This is an optimization exercise on Yosys and OpenROAD, whose aim is a short achievable clock period and few clock cycles, not a production implementation. Only simulation tests tie the RTL to the original design; equivalence was not proved. Power and IR drop assume default switching activity.

// riscv
module riscv (
    input wire clk,
    input wire rst,   
    input  wire [31:0] inst_i,
    output wire [31:0] inst_addr_o,
    output wire        inst_ce_o,
    input  wire [31:0] data_i,
    output wire        data_we_o,
    output wire        data_ce_o,
    output wire [31:0] data_addr_o,
    output wire [31:0] data_o
);
Size in the first run: about 7,200 cells after synthesis, about 1,600 flip-flops, roughly 88,000 µm² of cells after synthesis.
Settings: LEC_CHECK=0, ABC_CLOCK_PERIOD_IN_PS=2500, CAP_MARGIN=20, CORE_MARGIN=2, CORE_UTILIZATION=40, SETUP_SLACK_MARGIN=5, SLEW_MARGIN=20; clock period 8.0 ns.
run.sh (not shown) runs the stock make flow with config.mk's settings and CLKGATE_MAP_FILE= SYNTH_SCRIPT=/design/flow/synth_recipe.tcl, a recipe that flattens the netlist after the stock synthesis.
Testbench counts at the start, summed over its fixed seeds: cycles 52,866.
Edit:
--- a/flow/design.v
+++ b/flow/design.v
@@ -22,18 +22,19 @@
     reg  [31:0] d_immpc;              
     reg  [31:0] d_immalu;             
     reg         d_op, d_opimm, d_load, d_store, d_br, d_lui, d_auipc, d_jal, d_jalr;
     reg         d_use1, d_use2, d_useimm, d_wen, d_pred;
     reg  [10:0] d_alu;                
     reg  [5:0]  d_bf;                 
     reg         d_bpred;              
+    reg         d_bnop, d_bskip;      
     reg  [11:0] d_boff;
     reg         d_bok;                
     reg         x_valid;
-    reg         x_wen, x_load, x_store, x_br, x_jalr, x_pred;
+    reg         x_wen, x_load, x_store, x_br, x_jalr, x_pred, x_skip;
     reg  [4:0]  x_rd;
     reg  [31:0] x_a, x_b, x_s, x_pre, x_alt;
     reg         x_fa, x_fb, x_fs;     
     reg  [10:0] x_alu;
     reg  [5:0]  x_bf;
     reg         m_wen, m_load, m_store, m_ce;
     reg  [4:0]  m_rd;
@@ -163,14 +164,15 @@
         ({32{x_alu[A_XOR]}}  & (a ^ b)) |
         ({32{x_alu[A_SRL]}}  & shr) |
         ({32{x_alu[A_SRA]}}  & sha) |
         ({32{x_alu[A_OR]}}   & (a | b)) |
         ({32{x_alu[A_AND]}}  & (a & b)) |
         ({32{x_alu[A_PRE]}}  & x_pre);
     wire x_mispred = x_valid & x_br & (taken ^ x_pred);
+    wire x_kill    = x_valid & x_skip & taken;    
     wire x_jr      = x_valid & x_jalr;
     wire x_redir   = x_mispred | x_jr;
     wire [31:0] x_target = x_jalr ? {sum[31:1], 1'b0} : x_alt;
     assign inst_addr_o = f_pc;
     assign inst_ce_o   = f_run;
     wire [31:0] f_pc4  = f_pc + 32'd4;
     wire        f_hit  = btb_v && btb_tag == f_pc[31:2];
@@ -244,29 +246,33 @@
             d_wen    <= (f_arith | f_load | f_lui | f_auipc | f_jal | f_jalr) && frd != 5'd0;
             d_pred   <= f_jal | (f_br & fi[31]);
             d_alu    <= f_alu;
             d_bf     <= f_bf;
             d_bpred  <= f_hit;
             d_boff   <= btb_off;
             d_bok    <= f_br & fi[31];
+            d_bnop   <= f_br & fimm_b == 32'd4;
+            d_bskip  <= f_br & fimm_b == 32'd8;
         end
     end
     always @(posedge clk or posedge rst) begin
         if (rst) begin
             x_valid <= 1'b0;
         end else begin
-            x_valid <= d_valid && !load_use && !x_redir;
+            x_valid <= d_valid && !load_use && !x_redir && !x_kill;
         end
     end
     wire fwd_ok = x_valid && x_wen && !x_load;
+    wire skip_ok = d_bskip && !d_bpred && !(f_jal || (f_br && fi[31]) || f_hit);
     always @(posedge clk) begin
         x_wen   <= d_wen;
         x_load  <= d_load;
         x_store <= d_store;
-        x_br    <= d_br;
+        x_br    <= d_br & !d_bnop & !skip_ok;
+        x_skip  <= skip_ok;
         x_jalr  <= d_jalr;
         x_pred  <= d_pred;
         x_rd    <= d_rd;
         x_a     <= rs1_val;
         x_b     <= d_useimm ? d_immalu : rs2_val;
         x_s     <= rs2_val;
         x_pre   <= d_lui ? d_immpc : (d_auipc ? d_auipc_val : d_pc4);
Hold slack improved by 22 ps.
Global-route usage increases by 0.45 points.
Non-clock buffer count decreases by 89.
Die area increases by 0.73%.
Synthesized area increases by 0.74%.
Final area decreases by 0.34%.
Core utilization decreases by 0.66 points.
Setup slack got worse by 90 ps.
Wire length increases by 2.5%.
Fmax decreases by 2.2%.
Via count increases by 1.7%.
Total power stays flat.
Testbench counts after the change, summed over its fixed seeds: cycles 52,414.

[port drivers added, routing unchanged]
How much do the figures lean on ideal ports? The routed layouts below were timed once more, with nothing changed but the port constraints. Step 1 assumes that a clkbuf_16 drives the clock port and a buf_2 every other input. Step 2 adds t to the input delays and takes it off the output delays; t is the mean of the earliest and latest rising clock arrival at the registers after step 1. Input paths then give back, and output paths get back, about the clock's delay inside the block. a / b / c = ideal ports / drivers / drivers and shift; a / b = the first two.
run | shift t [ns] | slack for setup (ns) | worst data-port slew with drivers (ns) | cell pins on the clock port's net
the first run | 0.943 | 4.013 / 4.013 / 3.778 | 0.48 | 1
the second run | 0.950 | 3.923 / 3.923 / 3.923 | 0.29 | 1
After both steps setup and hold are still met in every run listed. The setup slack of the first run, which loses most, moves by 0.000 ns with the drivers and by -0.235 ns with both steps.
